This is an optimization exercise on Yosys and OpenROAD, whose aim is small area, not a production implementation. The RTL of this run was laid out without a check of its function.

==> constraint.sdc <==
create_clock -name core_clock -period 18.0 [get_ports {clk}]
set_input_delay 3.6000 -clock core_clock [delete_from_list [all_inputs] [get_ports {clk}]]
set_output_delay 3.6000 -clock core_clock [all_outputs]
set_load 0.01 [all_outputs]
==> config.mk <==
export PLATFORM = sky130hd
export DESIGN_NAME = convolutional_layer_1
export DESIGN_NICKNAME = convolutional_layer_1
export VERILOG_FILES = /design/flow/design.v
export SDC_FILE = /design/flow/constraint.sdc
export NUM_CORES = 8
export LEC_CHECK = 0
export CAP_MARGIN = 20
export CORE_MARGIN = 2
export CORE_UTILIZATION = 45
export SLEW_MARGIN = 20
==> design.v <==
module adder_tree #(parameter BIT_WIDTH = 32) (
    input signed [BIT_WIDTH*25 - 1 : 0] in,
	input signed [7:0] bias,
	output signed [BIT_WIDTH - 1 : 0] out
);
    wire signed [BIT_WIDTH - 1 : 0] product [24:0];
    wire signed [BIT_WIDTH - 1 : 0] sum [22:0];
	genvar x;
	generate
		for (x = 0; x < 25; x = x + 1) begin : product_count
			assign product[x] = in[BIT_WIDTH*(x + 1) - 1 : BIT_WIDTH*x];
		end
		for (x = 0; x < 12; x = x + 1) begin : adder_tree_layer1_C1
			assign sum[x] = product[x * 2] + product[x * 2 + 1];
		end
		for (x = 0; x < 6; x = x + 1) begin : adder_tree_layer2_C1
			assign sum[x + 12] = sum[x * 2] + sum[x * 2 + 1];
		end
		for (x = 0; x < 3; x = x + 1) begin : adder_tree_layer3_C1
			assign sum[x + 18] = sum[x * 2 + 12] + sum[x * 2 + 13];
		end
		assign sum[21] = sum[18] + sum[19];
		assign sum[22] = sum[20] + product[24];
      assign out = sum[21] + sum[22] + bias;
	endgenerate
endmodule
module relu #(parameter BIT_WIDTH = 32)(
    input signed [BIT_WIDTH - 1 : 0] in,
    output signed [BIT_WIDTH - 1 : 0] out
);
    assign out = (in[BIT_WIDTH - 1]) ? 32'b0 : in;
endmodule
module multiplication #(parameter IN_WIDTH = 8, OUT_WIDTH = 32) (
    input signed [IN_WIDTH*5 - 1 : 0] in0, in1, in2, in3, in4,
    input signed [199 : 0] filter,
    output signed [OUT_WIDTH*25 - 1 : 0] out
);
    wire signed [IN_WIDTH - 1 : 0] matrix [4:0][4:0];
    wire signed [7:0] array_filter [24:0];
    genvar x, y;
    generate
		for (x = 0; x < 25; x = x + 1) begin : filter_count
			assign array_filter[x] = filter[8*(x + 1) - 1 : 8*x];
		end
      for (x = 0; x < 5; x = x + 1) begin : matrix_count
			assign matrix[0][x] = in0[IN_WIDTH*(x + 1) - 1 : IN_WIDTH*x];
         assign matrix[1][x] = in1[IN_WIDTH*(x + 1) - 1 : IN_WIDTH*x];
			assign matrix[2][x] = in2[IN_WIDTH*(x + 1) - 1 : IN_WIDTH*x];
         assign matrix[3][x] = in3[IN_WIDTH*(x + 1) - 1 : IN_WIDTH*x];
         assign matrix[4][x] = in4[IN_WIDTH*(x + 1) - 1 : IN_WIDTH*x];
			assign out[OUT_WIDTH*(x + 1) - 1 : OUT_WIDTH*x] = matrix[0][x] * array_filter[x];
			assign out[OUT_WIDTH*(x + 6) - 1 : OUT_WIDTH*(x + 5)] = matrix[1][x] * array_filter[x + 5];
			assign out[OUT_WIDTH*(x + 11) - 1 : OUT_WIDTH*(10 + x)] = matrix[2][x] * array_filter[x + 10];
			assign out[OUT_WIDTH*(x + 16) - 1 : OUT_WIDTH*(15 + x)] = matrix[3][x] * array_filter[x + 15];
			assign out[OUT_WIDTH*(x + 21) - 1 : OUT_WIDTH*(20 + x)] = matrix[4][x] * array_filter[x + 20];
		end
    endgenerate
endmodule
module row_buffer #(parameter LENGTH = 32, BIT_WIDTH = 8)(
	input [BIT_WIDTH-1:0] in,
	input clk, en,
	output [BIT_WIDTH-1:0] out
);
	reg [BIT_WIDTH-1:0] rb [LENGTH-1:0];
	integer i;
	always @(posedge clk) begin
		if (en)	begin
			for(i = LENGTH - 1; i > 0; i = i - 1) begin
				rb[i] <= rb[i-1];
			end
			rb[0] <= in;
		end
	end
	assign out = rb[LENGTH-1];
endmodule
module row_buffer_4 #(parameter LENGTH = 32, BIT_WIDTH = 8)(
	input [BIT_WIDTH-1:0] in,
	input clk, en,
	output [BIT_WIDTH-1:0] out0, out1, out2, out3
);	
	row_buffer #(.LENGTH(LENGTH), .BIT_WIDTH(BIT_WIDTH)) rb0 (
		.in(in), .clk(clk), .en(en), .out(out0)
	);
	row_buffer #(.LENGTH(LENGTH), .BIT_WIDTH(BIT_WIDTH)) rb1 (
		.in(out0), .clk(clk), .en(en), .out(out1)
	);
	row_buffer #(.LENGTH(LENGTH), .BIT_WIDTH(BIT_WIDTH)) rb2 (
		.in(out1), .clk(clk), .en(en), .out(out2)
	);
	row_buffer #(.LENGTH(LENGTH), .BIT_WIDTH(BIT_WIDTH)) rb3 (
		.in(out2), .clk(clk), .en(en), .out(out3)
	);
endmodule
module matrix_buffer #(parameter BIT_WIDTH = 8, SIZE = 32) (
    input signed [BIT_WIDTH - 1 : 0] in,
    input clk, en,
    output signed [BIT_WIDTH*5 - 1 : 0] out0, out1, out2, out3, out4
);
    reg signed [BIT_WIDTH - 1 : 0] matrix [4:0] [4:0];
    wire signed [BIT_WIDTH - 1 : 0] out_rb [3:0];
    integer i;
    row_buffer_4 #(.LENGTH(SIZE), .BIT_WIDTH(BIT_WIDTH)) rb (
        .in(in), .clk(clk), .en(en),
        .out0(out_rb[0]), .out1(out_rb[1]), .out2(out_rb[2]), .out3(out_rb[3])
    );
    always @(posedge clk) begin
        if (en) begin
            for (i = 4; i > 0; i = i - 1) begin
                matrix[0][i] <= matrix[0][i - 1];
                matrix[1][i] <= matrix[1][i - 1];
                matrix[2][i] <= matrix[2][i - 1];
                matrix[3][i] <= matrix[3][i - 1];
                matrix[4][i] <= matrix[4][i - 1];
            end
            matrix[0][0] <= in;
            matrix[1][0] <= out_rb[0];
            matrix[2][0] <= out_rb[1];
            matrix[3][0] <= out_rb[2];
            matrix[4][0] <= out_rb[3];
        end
    end
    genvar x;
    generate
        for (x = 0; x < 5; x = x + 1) begin : row_count
            assign out0[BIT_WIDTH*(x + 1) - 1 : BIT_WIDTH*x] = matrix[0][x];
            assign out1[BIT_WIDTH*(x + 1) - 1 : BIT_WIDTH*x] = matrix[1][x];
            assign out2[BIT_WIDTH*(x + 1) - 1 : BIT_WIDTH*x] = matrix[2][x];
            assign out3[BIT_WIDTH*(x + 1) - 1 : BIT_WIDTH*x] = matrix[3][x];
            assign out4[BIT_WIDTH*(x + 1) - 1 : BIT_WIDTH*x] = matrix[4][x];
        end
    endgenerate
endmodule
module weights_bias #(parameter SIZE = 26, NUM = 6, BIT_WIDTH = 8)(
	output [(BIT_WIDTH*SIZE*NUM)-1:0] out
);
	reg [BIT_WIDTH-1:0] para [SIZE*NUM - 1:0];
	genvar i;
	initial begin
		$readmemh("c1_weights_bias.hex", para);
	end
	generate
		for (i = 0; i < (SIZE*NUM); i = i + 1) begin : para_count
			assign out[BIT_WIDTH*i +: BIT_WIDTH] = para[i];
		end
	endgenerate
endmodule
module convolutional_layer_1 #(parameter IN_WIDTH = 8, OUT_WIDTH = 32, MAPS = 6) (
	input signed [IN_WIDTH - 1 : 0] in,
	input clk, en,
	output signed [OUT_WIDTH*MAPS - 1 : 0] out
);				
	genvar x, y;
	wire signed [26 * MAPS * 8 - 1 : 0] filter;
	wire signed [IN_WIDTH*5 - 1 : 0] matrix [4:0];
	wire signed [OUT_WIDTH*25 - 1 : 0] out_mul [MAPS - 1 : 0];
	wire signed [OUT_WIDTH - 1 : 0] out_add [MAPS - 1 : 0];
	weights_bias #(.SIZE(26), .NUM(MAPS)) wb (
		.out(filter)
	);
	matrix_buffer #(.BIT_WIDTH(IN_WIDTH), .SIZE(OUT_WIDTH)) mb (
		.in(in), .clk(clk), .en(en),
		.out0(matrix[0]), .out1(matrix[1]), .out2(matrix[2]), .out3(matrix[3]), .out4(matrix[4])
	);
	generate
		for (x = 0; x < MAPS; x = x + 1) begin : maps_count
			multiplication #(.IN_WIDTH(IN_WIDTH), .OUT_WIDTH(OUT_WIDTH)) mul (
				.in0(matrix[0]), .in1(matrix[1]), .in2(matrix[2]), .in3(matrix[3]), .in4(matrix[4]),
				.filter(filter[208*(x + 1) - 9 : 208*x]), .out(out_mul[x])
			);
			adder_tree #(.BIT_WIDTH(OUT_WIDTH)) add (
				.in(out_mul[x]), .bias(filter[208*(x + 1) - 1 : 208*(x + 1) - 8]), .out(out_add[x])
			);
			relu #(.BIT_WIDTH(OUT_WIDTH)) activation (
				.in(out_add[x]), .out(out[OUT_WIDTH*(x + 1) - 1 : OUT_WIDTH*x])
			);
		end
	endgenerate
endmodule
==> run.sh <==
#!/bin/bash
# synth_recipe.tcl (not shown) runs the flow's synth.tcl, then flattens the netlist and writes it again
# the make line also repeats each setting of config.mk as NAME=value (left out here)
make -C /OpenROAD-flow-scripts/flow DESIGN_CONFIG=/design/flow/config.mk WORK_HOME=/design/flow/orfs CLKGATE_MAP_FILE= SYNTH_SCRIPT=/design/flow/synth_recipe.tcl finish
==> c1_weights_bias.hex <==
ff 4e df f9 e1
22 38 c7 f2 23
ce e1 09 f7 eb
0e 28 d3 e5 1a
23 f6 e1 f0 0d
e1
0b 03 15 e3 38
c2 02 e6 bb f8
b9 ff c5 e0 e0
43 ea 43 4d 0a
3f 56 03 14 61
0a
17 c7 f1 c1 c5
d6 23 4e f5 f1
18 1b 08 dc ce
11 ee ff 10 e9
f4 1b fe 36 05
fd
f8 eb 97 13 f6
20 c6 e3 d6 5f
1a 2b e2 f5 1a
2a 4d 12 f8 f7
ea 02 dd ff 26
fa
b8 e1 b0 dd 08
d0 40 aa f4 0d
f6 19 f5 39 0c
45 f1 f5 07 0f
fe dd 13 28 cb
1a
0f 96 dd d5 18
48 0c 34 13 db
04 24 ad 24 ee
36 cd d2 09 03
f3 e2 4a b8 d8
03
==> impl_metrics.py <==
metrics = {
    "outcome": {
        "status": "timing/DRC/antenna clean",
    },
    "grt": {
        "grt_pass1_vias": 161000,
        "overflow": 0,
        "track_usage_pct": 34.8,
        "antenna_found_initial": 46,
        "grt_pass1_wl_mm": 1250,
        "grt_max_degree": 153,
    },
    "yosys": {
        "ys_types": 91,
        "synth_edf_count": 1064,
        "synth_top_family_by_area": "adder cells",
        "syn_area_per_cell_sq_um": 10.8,
        "synthXorXnorAreaFrac_pct": 5.25,
        "ys_seq_area_share_pct": 13.8,
        "synthCells": 21500,
        "synth_area_sq_mm": 0.232,
        "synth_compound_area_share_pct": 4.75,
        "yosys_register_bits": 1064,
        "synthMuxAreaShare_pct": 0.349,
        "synth_fa_ha_area_share_pct": 61.5,
        "async_flop_share_pct": 0,
        "synth_simple_gate_area_share_pct": 3.10,
        "yosys_most_used_dff": "edfxtp_1",
        "yosysWarnings": 9,
    },
    "routing": {
        "met1Wirelength_mm": 371,
        "vias_per_cell": 5.18,
        "drt-initial-drc-count": 11900,
        "first_pass_iters": 8,
        "route.detailed.drc": 0,
        "wire_per_inst_um": 30.5,
        "dr_wl_met3_mm": 55.5,
        "totalWireLength_mm": 896,
        "num_vias": 152000,
        "dr_wl_met2_mm": 402,
        "dr.max_layer_used": "met5",
        "ant_nets": 0,
    },
    "timing": {
        "worst_pin_slew_ns": 1.24,
        "skew_ns": 0.0947,
        "setup_slack_ns": 0.252,
        "fin_crit_ns": 17.75,
        "relSlewSlack_pct": 17.0,
        "finalCritPeriodShare_pct": 98.6,
        "drv_slew": 0,
        "setup_viol": 0,
        "fmax_mhz": 56.3,
        "hold_viol": 0,
    },
    "worst_setup_path": {
        "worst-setup-path-type": "reg -> out",
        "arrival_ns": 14.15,
        "path_max_fanout": 26,
        "end_kind": "output port",
        "reg2reg_slack_ns": 16.15,
        "max_stage_delay_ns": 0.81,
        "required_ns": 14.40,
        "startpoint_type": "register",
        "crit_top_cell": "fa_1",
        "cp_slowest_cell": "fa_1",
    },
    "final_layout": {
        "final_cell_area_sq_mm": 0.251,
        "fill_cells": 47800,
        "area_growth_pct": 8.13,
        "drive_above_1_share_pct": 3.88,
        "final_nets": 31000,
    },
    "cts": {
        "clk_latency_ns": 0.93,
        "clock-sinks": 1064,
        "path_clk_slew_ns": 0.06,
        "numCtsBuffers": 145,
        "cts-htree-levels": 4,
        "clock_path_buffers": 4,
        "hold_buffers": 0,
        "clock-root-buffer": "clkbuf_16",
        "cts_tree": "built",
    },
    "floorplan": {
        "die_height_um": 723,
        "core_area_sq_mm": 0.514,
        "fp-row-count": 263,
        "die_w_um": 723,
        "io_pins": 202,
        "dieArea_sq_mm": 0.522,
        "initial_core_util_pct": 45.2,
    },
    "worst_hold_path": {
        "hold_class": "reg -> reg",
    },
    "placement": {
        "gp_congestion": 1.12,
        "io_buffers": 171,
        "place_area_sq_mm": 0.246,
        "dp_slack_ns": 1.02,
        "hpwl_mm": 801,
    },
    "flow_run": {
        "drv_cap": 0,
    },
}
[placed cells by master, fill, tap and decap left out, types with 61 or more instances in the layout]
master,synthesis,layout
a21o_1,280,280
a21oi_1,631,631
buf_4,32,439
clkbuf_16,0,146
clkdlybuf4s50_1,0,169
diode_2,0,130
edfxtp_1,1064,1064
fa_1,4446,4441
ha_1,4316,4315
inv_1,6822,6816
mux2i_1,62,61
nand2_1,358,358
nand2b_1,72,72
nand3_1,88,88
nor2_1,441,438
nor2b_1,111,110
nor3_1,174,174
o21a_1,63,63
o21ai_0,360,357
o21bai_1,101,101
or2_2,61,61
xnor2_1,975,954
xor2_1,414,402
[metal layers]
layer / vias up / track usage [%]
met5: - / 0
met4: 20 / 20.1
met3: 1167 / 5.68
met2: 4551 / 54.5
met1: 79100 / 45.7
li1: 67100 / -
[worst paths after layout]
| path | from | end | depth (start not counted) |
|---|---|---|---|
| worst min-delay path | mb.rb.rb0.rb[31][2]$_DFFE_PP_ | mb.matrix[19][2]$_DFFE_PP_ | 0 |
| worst max-delay path | mb.matrix[7][0]$_DFFE_PP_ | out[142] | 41 |
| worst min register to register | mb.rb.rb0.rb[31][2]$_DFFE_PP_ | mb.matrix[19][2]$_DFFE_PP_ | 0 |
| worst max register to register | mb.matrix[22][7]$_DFFE_PP_ | mb.matrix[21][7]$_DFFE_PP_ | 2 |
[cells by family (layout without fill, tap and decap cells)]
| kind of cell | Yosys count | count (layout) |
|---|---|---|
| AND/OR/NAND/NOR | 1510 | 1510 |
| other | 1 | 160 |
| XOR/XNOR | 1390 | 1390 |
| AO/OA/AOI/OAI | 1764 | 1764 |
| buffers and inverters | 6921 | 7706 |
| multiplexers | 79 | 79 |
| flip-flops | 1064 | 1064 |
| adder cells (fa/ha/maj) | 8762 | 8762 |
[Yosys cell counts, types with 43 or more instances]
master    instances  area, sq um
inv_1          6822        25600
fa_1           4446        89000
ha_1           4316        54000
edfxtp_1       1064        32000
xnor2_1         975         8540
a21oi_1         631         3160
nor2_1          441         1660
xor2_1          414         3630
o21ai_0         360         1800
nand2_1         358         1340
a21o_1          280         2100
nor3_1          174          871
nor2b_1         111          694
o21bai_1        101          758
nand3_1          88          440
nand2b_1         72          450
o21a_1           63          473
mux2i_1          62          621
or2_2            61          382
and3_1           56          350
or3_1            44          275
clkbuf_1         43          161
[critical path, delay by kind of cell (launching register included)]
family,cells,cell delay (ns)
compound gates,13,2.92
xor+xnor,1,0.20
fa+ha+maj,15,7.58
buf+inv,11,2.00
flops,1,0.39
simple gates,1,0.16
[state kept, by name, indices dropped and copies added (netlist names)]
name and count:
mb.matrix 200, mb.rb.rb0.rb 216, mb.rb.rb1.rb 216, mb.rb.rb2.rb 216, mb.rb.rb3.rb 216
[stage by stage]
stage,std cells,util (%),hold slack (ns),TNS [ns]
after floorplan,21500,-,0.400,0
after global placement,28900,47.8,0.400,0
after detailed placement,28900,47.8,0.405,0
after CTS,29200,48.8,0.364,0
after global routing,29300,48.9,0.376,-0.00240
final,29300,48.9,0.373,0
[timing repair]
action                                  4_1_cts  5_1_grt
resized for setup                             1       26
buffers inserted                              0       38
endpoints found under the hold margin         0        0
cloned                                        0        0
endpoints found under the setup margin       14       91
[final cells by class]
class / count / area (sq um) / share of cell area [%]
inverters: 6828 / 25700 / 10.2
clock inverters: 93 / 1050 / 0.419
repair buffers: 620 / 5230 / 2.08
diodes: 130 / 325 / 0.129
multi-input cells: 13500 / 175000 / 69.5
well taps: 6890 / 8620 / 3.43
flip-flops and latches: 1064 / 32000 / 12.7
clock buffers: 165 / 3720 / 1.48

-- separate check: timing with driven ports --
How much do the figures lean on ideal ports? The routed layout below was timed once more, with nothing changed but the port constraints.
Step 1 (the two cells are an assumption about what drives the block):
set clk [get_ports {clk}]
set_driving_cell -lib_cell sky130_fd_sc_hd__clkbuf_16 $clk
set_driving_cell -lib_cell sky130_fd_sc_hd__buf_2 [delete_from_list [all_inputs] $clk]
Step 2, shift: input delay + t, output delay - t, t = (earliest + latest rising clock arrival at the registers) / 2. This alone moves slack from input paths to output paths.
Slacks: ideal / step 1 / step 2; pairs: ideal / step 1.
t (ns): 1.029
setup slack, ns: 0.252 / 0.121 / 1.150
latest minus earliest clock arrival (ns): 0.131 / 0.130
After both steps setup and hold are still met in this run. The setup slack of this run moves by -0.131 ns with the drivers and by +0.898 ns with both steps.
